What follows belongs to an exercise in optimizing a design on an open flow for small area; a production flow would make more cautious choices. The RTL of this run was laid out without a check of its function.

**design.v**
```verilog
`timescale 1ns/1ns
module LZA2(
    input [1:0] in,
    output valid, 
    output position
);
    assign valid = in[1]|in[0];
    assign position = ~in[1];
endmodule
`timescale 1ns/1ns
module LZA4(
    input [3:0] in,
    output valid,
    output [1:0] position
);
    wire u_valid;
    wire l_valid;
    wire u_position;
    wire l_position;
    LZA2 u1(in[3:2], u_valid, u_position);
    LZA2 u2(in[1:0], l_valid, l_position);
    assign valid = u_valid | l_valid;
    assign position[1] = ~u_valid;
    assign position[0] = u_valid ? u_position : l_position;
endmodule
`timescale 1ns/1ns
module LZA8(
    input [7:0] in,
    output valid,
    output [2:0] position
);
    wire u_valid;
    wire l_valid;
    wire[1:0] u_position;
    wire[1:0] l_position;
    LZA4 u1(in[7:4], u_valid, u_position);
    LZA4 u2(in[3:0], l_valid, l_position);
    assign valid = u_valid | l_valid;
    assign position[2] = ~u_valid;
    assign position[1:0] = u_valid ? u_position : l_position;
endmodule
`timescale 1ns/1ns
module LZA16(
    input [15:0] in,
    output valid,
    output [3:0] position
);
    wire u_valid;
    wire l_valid;
    wire[2:0] u_position;
    wire[2:0] l_position;
    LZA8 u1(in[15:8], u_valid, u_position);
    LZA8 u2(in[7:0], l_valid, l_position);
    assign valid = u_valid | l_valid;
    assign position[3] = ~u_valid;
    assign position[2:0] = u_valid ? u_position : l_position;
endmodule
`timescale 1ns/1ns
module FP_MUL(
    input [15:0] opA_i,
    input [15:0] opB_i,
    output [15:0] MUL_o
);
wire [4:0] a_exp = opA_i[14:10];
wire [9:0] a_mantissa = opA_i[9:0];
wire [4:0] b_exp = opB_i[14:10];
wire [9:0] b_mantissa = opB_i[9:0];
wire [5:0] r_exp = a_exp + b_exp;        
reg [21:0] r_mantissa;
wire [4:0] a_denorm_value;                    
wire [9:0] a_denorm_mantissa;
wire [4:0] b_denorm_value;        
wire [9:0] b_denorm_mantissa;
reg [4:0] o_exp;
reg [9:0] o_mantissa;
wire o_sign = opA_i[15] ^ opB_i[15];
wire a_valid;
wire[3:0] a_position;
wire b_valid;
wire[3:0] b_position;
always@(*) begin
    r_mantissa = 22'd0;
    o_exp = 5'd0;
    o_mantissa = 10'd0;
    if((a_exp == 5'b11111) || (b_exp == 5'b11111)) begin
        o_exp = 5'b11111;
        o_mantissa = 10'd0;
    end
    else if((a_exp == 5'd0) && (b_exp == 5'd0)) begin
        o_exp = 5'd0;
        o_mantissa = 10'd0;
    end
    else if((a_exp == 5'd0)) begin
        if(a_mantissa == 10'd0) begin
            o_exp = 5'd0;
            o_mantissa = 10'd0;
        end
        else begin
            r_mantissa = {1'b1, a_denorm_mantissa} * {1'b1, b_mantissa};    
            if((b_exp + r_mantissa[21] == a_denorm_value + 15) && r_mantissa[21]) begin
                o_exp = 1;    
                r_mantissa = r_mantissa >> 1;
            end
            else if(b_exp + r_mantissa[21] > a_denorm_value + 15) begin
                o_exp = b_exp + r_mantissa[21] - a_denorm_value - 14;    
                if(r_mantissa[21]) begin        
                    r_mantissa = r_mantissa >> 1;   
                end
                else                                                                         
                    r_mantissa = r_mantissa;
            end
            else begin
                o_exp = 5'd0;
                r_mantissa = (r_mantissa >> a_denorm_value - (b_exp) + 15);
            end   
            o_mantissa = r_mantissa[19:10];
        end
    end
    else if((b_exp == 5'd0)) begin
        if(b_mantissa == 10'd0) begin
            o_exp = 5'd0;
            o_mantissa = 10'd0;
        end
        else begin
            r_mantissa = {1'b1, b_denorm_mantissa} * {1'b1, a_mantissa};   
            if((a_exp + r_mantissa[21] == b_denorm_value + 15) && r_mantissa[21]) begin
                o_exp = 1;    
                r_mantissa = r_mantissa >> 1;
            end
            else if(a_exp + r_mantissa[21] > b_denorm_value + 15) begin
                o_exp = a_exp + r_mantissa[21] - b_denorm_value - 14;    
                if(r_mantissa[21]) begin       
                    r_mantissa = r_mantissa >> 1;   
                end
                else                                                                         
                    r_mantissa = r_mantissa;
            end
            else begin
                o_exp = 5'd0;
                r_mantissa = (r_mantissa >> b_denorm_value - (a_exp) + 15); 
            end   
            o_mantissa = r_mantissa[19:10];
        end
    end
    else begin
        r_mantissa = {1'b1, a_mantissa} * {1'b1, b_mantissa};
        if(r_exp < 15) begin
            if(r_exp == 14 && r_mantissa[21]) begin
                o_exp = 5'd0;
                r_mantissa = r_mantissa >> 2;
                o_mantissa = r_mantissa[19:10];
            end
            else begin
                o_exp = 5'd0;
                r_mantissa = r_mantissa >> (16-r_exp);    
                o_mantissa = r_mantissa[19:10];
            end
        end
        else if(r_exp == 15) begin
            if(r_mantissa[21]) begin  
                o_exp = 5'd1;
                r_mantissa = r_mantissa >> 1;
                o_mantissa = r_mantissa[19:10];
            end
            else begin
                o_exp = 5'd0;
                o_mantissa = r_mantissa[19:10];
            end
        end
        else if((r_exp + r_mantissa[21] >= 46) ) begin 
            o_exp = 5'b11111;
            o_mantissa = 10'd0;
        end
        else begin
            o_exp = a_exp + b_exp - 15;
            r_mantissa = {1'b1, a_mantissa} * {1'b1, b_mantissa};
            if(r_mantissa[21]) begin
                r_mantissa = r_mantissa >> 1;
                o_exp = o_exp + 1;
            end
            else 
                r_mantissa = r_mantissa;
            o_mantissa = r_mantissa[19:10];    
        end
    end
end
LZA16 u1(.in({a_mantissa,6'd0}), .valid(a_valid), .position(a_position));
LZA16 u2(.in({b_mantissa,6'd0}), .valid(b_valid), .position(b_position));
assign a_denorm_value = a_valid ? a_position + 1 : 0;
assign a_denorm_mantissa = a_valid ? (a_mantissa << (a_position + 1)) : a_mantissa;
assign b_denorm_value = b_valid ? b_position + 1 : 0;
assign b_denorm_mantissa = b_valid ? (b_mantissa << (b_position + 1)) : b_mantissa;
assign MUL_o = {o_sign,o_exp,o_mantissa};
endmodule
`timescale 1ns/1ns
module FP_ADD(opA_i, opB_i, ADD_o);
   input [15:0] opA_i;
   input [15:0] opB_i;
   output [15:0] ADD_o;
   reg   sign_A, sign_B, sign_out;
   reg   [4:0] exp_A, exp_B, exp_reg, exp_out;
   reg [20:0] man_A, man_B;  
   reg [21:0] man_reg, man_reg_2;    
   reg [19:0] man_out;  
   wire V_16, V_4;
   wire [3:0] P_16;
   wire [1:0] P_4;
   wire [4:0] norm_shift_num;
   always @(*) begin
      sign_out = 1'b0;
      exp_out = 5'd0;
      exp_reg = 5'd0;
      man_A = 21'd0;
      man_B = 21'd0;
      man_reg = 22'd0;
      man_reg_2 = 22'd0;
      man_out = 20'd0;
      sign_A = opA_i[15];
      sign_B = opB_i[15];
      exp_A = opA_i[14:10];
      exp_B = opB_i[14:10];
      if ((exp_A==5'b11111) || (exp_B==5'b11111)) begin
         exp_out = 5'b11111;
         man_out = 0;
         if ((exp_A==5'b11111) && (exp_B==5'b11111)) begin
            if (sign_A == sign_B)
               sign_out = sign_A;
            else 
               sign_out = 0;
         end
         else if (exp_A ==5'b11111)
            sign_out = sign_A;
         else if (exp_B==5'b11111)
            sign_out = sign_B;
      end
      else if ((exp_A==0 && opA_i[9:0]==0) && (exp_B==0 && opB_i[9:0]==0)) begin
         exp_out = 0;
         man_out = 0;
         sign_out = 0;
      end
      else if ((exp_A==0 && opA_i[9:0]==0)) begin
         exp_out = exp_B;
         man_out = {opB_i[9:0],{10{1'b0}}};
         sign_out = sign_B;
      end
      else if ((exp_B==0 && opB_i[9:0]==0)) begin
         exp_out = exp_A;
         man_out = {opA_i[9:0],{10{1'b0}}};
         sign_out = sign_A;
      end
      else if (exp_A == 0 && exp_B == 0) begin
         man_A = {1'b0, opA_i[9:0], {10{1'b0}}};   
         man_B = {1'b0, opB_i[9:0], {10{1'b0}}};     
         exp_reg = 0;
         if (sign_A == sign_B) begin
            man_reg = man_A + man_B;
            sign_out = sign_A;
         end
         else begin
            if (man_A > man_B) begin
               man_reg = man_A - man_B;
               sign_out = sign_A;
            end
            else if (man_A < man_B) begin
               man_reg = man_B - man_A;
               sign_out = sign_B;
            end
            else if (man_A == man_B) begin
               man_reg = 0;
               sign_out = sign_A;
            end
         end
         if (man_reg[20] == 1'b0) begin
            exp_out = 0;
            man_out = man_reg[19:0];
         end
         else if (man_reg[20] == 1'b1) begin
            exp_out = 1;
            man_out = man_reg[19:0];
         end
      end
      else if (exp_A == 0) begin
         man_A = {1'b0, opA_i[9:0], {10{1'b0}}};   
         man_B = {1'b1, opB_i[9:0], {10{1'b0}}};     
         man_A = man_A >> (exp_B - (exp_A + 1));
         if (sign_A == sign_B) begin
            man_reg = man_A + man_B;
				sign_out = sign_A;
				exp_reg = exp_B;
            if (man_reg[21] == 1) begin
               man_reg = man_reg >> 1;
               exp_reg = exp_reg + 1;
            end
            man_out = man_reg;
            exp_out = exp_reg;
         end
         else begin
            sign_out = sign_B;
            man_reg = man_B - man_A;
            if (man_reg[21:20] ==2'b01) begin
               exp_reg = exp_B;
               man_out = man_reg[19:0];
               exp_out = exp_reg;
            end
            else if (man_reg[21:20] ==2'b00) begin
               exp_reg = ((exp_B==5'b00001) ? 0 : exp_B);
               if (exp_reg < norm_shift_num) begin
               man_reg_2 = man_reg << (exp_reg);
               man_out = man_reg_2[19:0];
               exp_out = 0;
               end
               else if (exp_reg > norm_shift_num) begin
                  man_reg_2 = man_reg << (norm_shift_num);
                  man_out = man_reg_2[19:0];
                  exp_out = exp_reg - (norm_shift_num);
               end
               else if (exp_reg == norm_shift_num) begin
                  man_reg_2 = man_reg << (norm_shift_num);
                  man_out = man_reg_2[19:0];
                  exp_out = 1;
               end
            end   
         end
      end
      else if (exp_B == 0) begin
         man_A = {1'b1, opA_i[9:0], {10{1'b0}}};   
         man_B = {1'b0, opB_i[9:0], {10{1'b0}}};     
         man_B = man_B >> (exp_A - (exp_B + 1));
         if (sign_A == sign_B) begin
            man_reg = man_A + man_B;
            sign_out = sign_A;
            exp_reg = exp_A;
            if (man_reg[21] == 1) begin
               man_reg = man_reg >> 1;
               exp_reg = exp_reg + 1;
            end
            man_out = man_reg;
            exp_out = exp_reg;
         end
         else begin
            sign_out = sign_A;
            man_reg = man_A - man_B;
            if (man_reg[21:20] ==2'b01) begin
               exp_reg = exp_A;
               man_out = man_reg[19:0];
               exp_out = exp_reg;
            end
            else if (man_reg[21:20] ==2'b00) begin
               exp_reg = ((exp_A==5'b00001) ? 0 : exp_A);
               if (exp_reg < norm_shift_num) begin
               man_reg_2 = man_reg << (exp_reg);
               man_out = man_reg_2[19:0];
               exp_out = 0;
               end
               else if (exp_reg > norm_shift_num) begin
                  man_reg_2 = man_reg << (norm_shift_num);
                  man_out = man_reg_2[19:0];
                  exp_out = exp_reg - (norm_shift_num);
               end
               else if (exp_reg == norm_shift_num) begin
                  man_reg_2 = man_reg << (norm_shift_num);
                  man_out = man_reg_2[19:0];
                  exp_out = 1;
               end
            end   
         end
      end
      else begin
         man_A = {1'b1, opA_i[9:0], {10{1'b0}}};   
         man_B = {1'b1, opB_i[9:0], {10{1'b0}}};     
         if (exp_A > exp_B) begin
            man_B = man_B >> (exp_A - exp_B);
            exp_reg = exp_A;
         end
         else if (exp_A < exp_B) begin
            man_A = man_A >> (exp_B - exp_A);
            exp_reg = exp_B;
         end
         else if (exp_A == exp_B) begin
            exp_reg = exp_A;
         end
         if (sign_A == sign_B) begin
            man_reg = man_A + man_B;
            sign_out = sign_A;
            if (man_reg[21] == 1) begin
               man_reg = man_reg >> 1;
               exp_reg = exp_reg + 1;
            end   
            man_out = man_reg[19:0];
            exp_out = exp_reg;
            if (exp_reg ==5'b11111) begin
               exp_out = 5'b11111;
               man_out = 0;
            end
         end
         else begin
            if (man_A > man_B) begin
               man_reg = man_A - man_B;
               sign_out = sign_A;
            end
            else if (man_A < man_B) begin
               man_reg = man_B - man_A;
               sign_out = sign_B;
            end
            else begin 
               man_reg = 0;
               sign_out = 0;
            end
            if (man_reg[20] == 1'b1) begin  
               man_out = man_reg[19:0];
               exp_out = exp_reg;
            end
            else if ((exp_reg-1) > norm_shift_num) begin
               man_reg_2 = man_reg << (norm_shift_num);
               man_out = man_reg_2[19:0];
               exp_out = exp_reg - (norm_shift_num);
            end
            else if ((exp_reg-1) == norm_shift_num) begin
               man_reg_2 = man_reg << (norm_shift_num);
               man_out = man_reg_2[19:0];
               exp_out = 1;
            end
            else if ((exp_reg-1) < norm_shift_num) begin
               man_reg_2 = man_reg << (exp_reg - 1);
               man_out = man_reg_2[19:0];
               exp_out = 0;
            end
         end
      end
   end
   LZA16 u16 (man_reg[19:4], V_16, P_16);
   LZA4 u4 (man_reg[3:0], V_4, P_4);
   assign norm_shift_num = (V_16 ? P_16 : (V_4 ? (P_4 + 4'b1111) : 0)) + 1'b1;
   assign ADD_o = {sign_out, exp_out, man_out[19:10]};
endmodule
`timescale 1ns/1ns
module FP_MAC(
    input clk,
    input reset_n,
    input val_MAC,
    input enA,           
    input enB,           
    input [15:0] opA,   
    input [15:0] opB,
    input enADD,
    input [15:0] opADD,
    output [15:0] out_o
);
    reg[15:0] r_a, r_b;
    reg[15:0] r_add;
    reg[15:0] r_mul;
    wire[15:0] w_mul;
    reg [1:0] r_valid;
    always@(posedge clk, negedge reset_n) begin
        if(!reset_n) begin
            r_a <= 16'b0;
        end
        else if(enA)
            r_a <= opA;
        else
            r_a <= r_a;
    end
    always@(posedge clk, negedge reset_n) begin
        if(!reset_n) begin
            r_b <= 16'b0;
        end
        else if(enB)
            r_b <= opB;
        else
            r_b <= r_b;
    end
    always@(posedge clk, negedge reset_n) begin
        if(!reset_n) begin
            r_add <= 16'b0;
        end
        else if(enADD)
            r_add <= opADD;
        else
            r_add <= 16'b0;          
    end
    always@(posedge clk, negedge reset_n) begin
        if(!reset_n) begin
            r_mul <= 16'b0;
        end
        else
            r_mul <= w_mul;
    end
    always@(posedge clk, negedge reset_n) begin
        if(!reset_n)
            r_valid <= 2'b0;
        else begin
            r_valid <= {r_valid[0],val_MAC};
        end
    end
    FP_MUL u1(
        .opA_i(r_a),
        .opB_i(r_b),
        .MUL_o(w_mul)
    );
    FP_ADD u2(
        .opA_i(r_mul),
        .opB_i(r_add),
        .ADD_o(out_o)
    );
endmodule
`timescale 1ns/1ns
module macrow4(
    input clk,
    input reset_n,
    input enX,
    input[3:0] enW,
    input [15:0] X_i, 
    input [15:0] W_i,
    output valid_o,
    output [15:0] Y_o
);
reg [6:0] r_enX;
wire [15:0] w_out1, w_out2, w_out3;
reg [15:0] r_X_i;
    always@(posedge clk, negedge reset_n) begin
        if(!reset_n)
            r_enX <= 0;
        else
            r_enX <= {r_enX[5:0], enX};
    end
    always@(posedge clk, negedge reset_n) begin
        if(!reset_n)
            r_X_i <= 0;
        else
            r_X_i <= X_i;
    end
    FP_MAC mac_u1(
        .clk(clk),
        .reset_n(reset_n),
        .val_MAC(r_enX[0]),
        .enA(r_enX[0]),           
        .enB(enW[0]),           
        .opA(r_X_i),   
        .opB(W_i),
        .enADD(r_enX[1]),
        .opADD(16'b0),
        .out_o(w_out1)
    );
    FP_MAC mac_u2(
        .clk(clk),
        .reset_n(reset_n),
        .val_MAC(r_enX[1]),
        .enA(r_enX[1]),           
        .enB(enW[1]),           
        .opA(r_X_i),   
        .opB(W_i),
        .enADD(r_enX[2]),
        .opADD(w_out1),
        .out_o(w_out2)
    );
    FP_MAC mac_u3(
        .clk(clk),
        .reset_n(reset_n),
        .val_MAC(r_enX[2]),
        .enA(r_enX[2]),           
        .enB(enW[2]),           
        .opA(r_X_i),   
        .opB(W_i),
        .enADD(r_enX[3]),
        .opADD(w_out2),
        .out_o(w_out3)
    );
    FP_MAC mac_u4(
        .clk(clk),
        .reset_n(reset_n),
        .val_MAC(r_enX[3]),
        .enA(r_enX[3]),           
        .enB(enW[3]),           
        .opA(r_X_i),   
        .opB(W_i),
        .enADD(r_enX[4]),
        .opADD(w_out3),
        .out_o(Y_o)
    );
assign valid_o = enX ? r_enX[5] : r_enX[2];
endmodule
```
**constraint.sdc**
```tcl
create_clock -name core_clock -period 18.0 [get_ports {clk}]
set_input_delay 3.6000 -clock core_clock [delete_from_list [all_inputs] [get_ports {clk}]]
set_output_delay 3.6000 -clock core_clock [all_outputs]
set_load 0.01 [all_outputs]
```
**run.sh**
```bash
#!/bin/bash
# synth_recipe.tcl (not shown) runs the flow's synth.tcl, then flattens the netlist and writes it again
# the make line also repeats each setting of config.mk as NAME=value (left out here)
make -C /OpenROAD-flow-scripts/flow DESIGN_CONFIG=/design/flow/config.mk WORK_HOME=/design/flow/orfs CLKGATE_MAP_FILE= SYNTH_SCRIPT=/design/flow/synth_recipe.tcl finish
```
**config.mk**
```make
export PLATFORM = sky130hd
export DESIGN_NAME = macrow4
export DESIGN_NICKNAME = macrow4
export VERILOG_FILES = /design/flow/design.v
export SDC_FILE = /design/flow/constraint.sdc
export NUM_CORES = 4
export LEC_CHECK = 0
export CAP_MARGIN = 20
export CORE_MARGIN = 2
export CORE_UTILIZATION = 40
export SLEW_MARGIN = 20
```
==> out/results.tsv <==
metric	value	unit
fill count	36500	
Seq/Total Area, Yosys	0.0469	
worst skew pair latency	0.69	ns
core area	349000	µm²
count of cell types in the netlist	131	
Die X	595	µm
Post-Route Setup TNS	0	ns
simple-gate area share of the yosys netlist	0.211	
Iter 0 DRT Violations	18600	
xor/xnor cell area share of the yosys netlist	0.0421	
most frequent CP cell	a21oi_1	
most frequent cells in the layout	2174 x nand2_1, 2003 x inv_1, 1721 x nor2_1	
fin crit share	0.941	
multiplexer area fraction after synthesis	0.0877	
worst min-delay path class	reg2reg	
largest family of logic cells by synthesized area	adder cells	
grt ovf	0	
Routed Antenna Nets	0	
largest net degree at the start of global routing	68	
cell count after synthesis	19100	
highest clock rate	0.0590	GHz
final net count	21200	
Crit Path Max Fanout	56	
Slew @ Worst Pin	1.33	ns
Synth Area in Adders	0.275	
reg2reg start	mac_u3.r_mul[12]	
hold_sp	mac_u1.r_mul[15]	
cell area after synthesis	140000	µm²
initial antenna violation count	34	
complex-gate fraction of the synthesized area	0.250	
vias per cell	6.37	
Worst slew margin	0.109	
root buf cell	clkbuf_16	
slowest CP cell	ha_2	
layout cells sized above 1	0.0694	
CTS buffer count	39	
RSZ-0062 raised after global routing	no	
fin crit period	16.94	ns
CP required	14.40	ns
Setup Viol. Count Final	0	
drt pass-1 iters	7	
vias in the first global route	139000	
CTS sink count	262	
Cell Rows	217	
status	complete, no violations	
htree depth	2	
hold buffers post-CTS	0	
detailed-placement wirelength estimate	495000	µm
max-cap violations	0	
CP Class	reg2out	
Post-synth top flop	dfrtp_1	
first-pass GRT wire length	923000	µm
Post-synth EDFFs	0	
area growth from synthesis to layout	5.58	%
post_cts resized	0	
Avg WL per Cell	26.7	µm
Setup Buffers After CTS	0	
Vias	149000	
final WL	623000	µm
die height	595	µm
deepest clock path buffer count	3	
Starting Density	0.401	
commonest non-fill, non-tap cell in the layout	nand2_1	
Setup crit start	mac_u4.r_add[10]	
syn avg cell area	7.30	µm²
fin util	0.423	
CTS clock-pin slew for the worst setup and hold paths	0.07	ns
routability cong.	1.07	
CP Launch Type	flip-flop	
IO Pins	56	
# port buffers	55	
slowest stage delay, CP	0.79	ns
drt drc	0	
critical path capture point type	output pin	
Total Routing Usage GR	0.338	
Clock Skew	0.0462	ns
async set or reset register ratio after synthesis	1.00	
Synth Warn #	4	
CP arrival	13.34	ns
CTS tree	yes	
final hold violations	0	
max-slew violation count	0	
Die ar.	354000	µm²
Yosys reg bits	262	
-- worst paths after layout --
kind | endpoint | slack (ns) | cells past startpoint
worst max-delay path | Y_o[9] | 1.06 | 43
worst min-delay path | mac_u2.r_add[15] | 0.45 | 1
worst max register to register | mac_u4.r_add[13] | 2.53 | 47
worst min register to register | mac_u2.r_add[15] | 0.45 | 1
max in group asynchronous | mac_u3.r_mul[0] | 12.17 | 4
min in group asynchronous | mac_u2.r_a[0] | 2.83 | 1
-- per-stage QoR --
step	cell area (µm²)	setup WS, ns	std cells	hold slack, ns
detailed placement	146000	2.15	23300	0.435
global route	147000	0.343	23300	0.489
finish	147000	1.06	23300	0.446
global placement	146000	2.21	23200	0.441
CTS	147000	1.33	23300	0.449
floorplan	140000	2.61	19200	0.352
-- layout make-up --
class	instances	area [µm²]	share of cell area
clock inverters	26	428	0.00290
well taps	4599	5750	0.0390
multi-input cells	15700	121000	0.822
repair buffers	595	4620	0.0313
inverters	2075	7790	0.0528
clock buffers	42	997	0.00676
diodes	15	37.5	0.000255
flip-flops and latches	262	6560	0.0445
-- cell families (layout without fill, tap and decap cells) --
group                      after synthesis  count (layout)
DFF                                    262             262
AOI/OAI and AO/OA                     5239            5239
xor gates and xnor gates               668             668
buffers and inverters                 3177            2738
other                                    2              34
adders and majority gates             2462            2462
muxes                                  957             957
and+or+nand+nor                       6377            6377
-- cells in the mapped netlist, types with 193 or more instances --
cell,n,area (µm²)
nand2_1,2176,8170
inv_1,2004,7520
nor2_1,1722,6460
ha_1,1440,18000
a21oi_1,1293,6470
o21ai_0,1035,5180
fa_1,1020,20400
clkbuf_1,936,3510
mux2i_1,559,5600
nor3_1,460,2300
xnor2_1,457,4000
and2_1,423,2650
nand3_1,419,2100
a21o_1,316,2370
a211oi_1,290,2180
dfrtp_1,262,6560
o211ai_1,255,1910
a31oi_1,223,1400
xor2_1,207,1810
mux2_2,201,2260
and3_1,198,1240
mux4_2,193,4350
-- metal layers --
metal | vias to the layer above | track usage | share of wire
met5 | - | 0 | 0.00056
met4 | 32 | 0.142 | 0.050
met3 | 1512 | 0.0751 | 0.10
li1 | 66900 | - | -
met2 | 8175 | 0.499 | 0.41
met1 | 72000 | 0.473 | 0.43
-- worst max-delay path, delay by kind of cell, from the launching register on --
kind | cells | cell delay (ns)
AND/OR/NAND/NOR | 14 | 3.90
AO/OA/AOI/OAI | 17 | 3.87
buffers and inverters | 8 | 2.28
adder cells (fa/ha/maj) | 4 | 1.81
flip-flops | 1 | 0.73

port drivers added, routing unchanged:
The flow's constraints put no driver on any port. The routed layout listed below was extracted and timed again, unchanged, in two steps.
Step 1, drivers: a clkbuf_16 drives clk and a buf_2 each remaining input, both assumed.
Step 2 also shifts input and output timing later by t, the mid clock arrival at the registers, as if the neighbouring blocks saw the same clock.
a / b / c = ideal / step 1 / step 2; a / b = the first two.
shift t [ns]: 0.766
setup slack, ns: 1.065 / 0.962 / 1.728
worst setup path after step 2: register to output
clock arrival spread, ns: 0.050 / 0.051
pins driven straight from the clock port: 1
After both steps this run still meets setup and hold. The setup slack of this run moves by -0.103 ns with the drivers and by +0.663 ns with both steps.
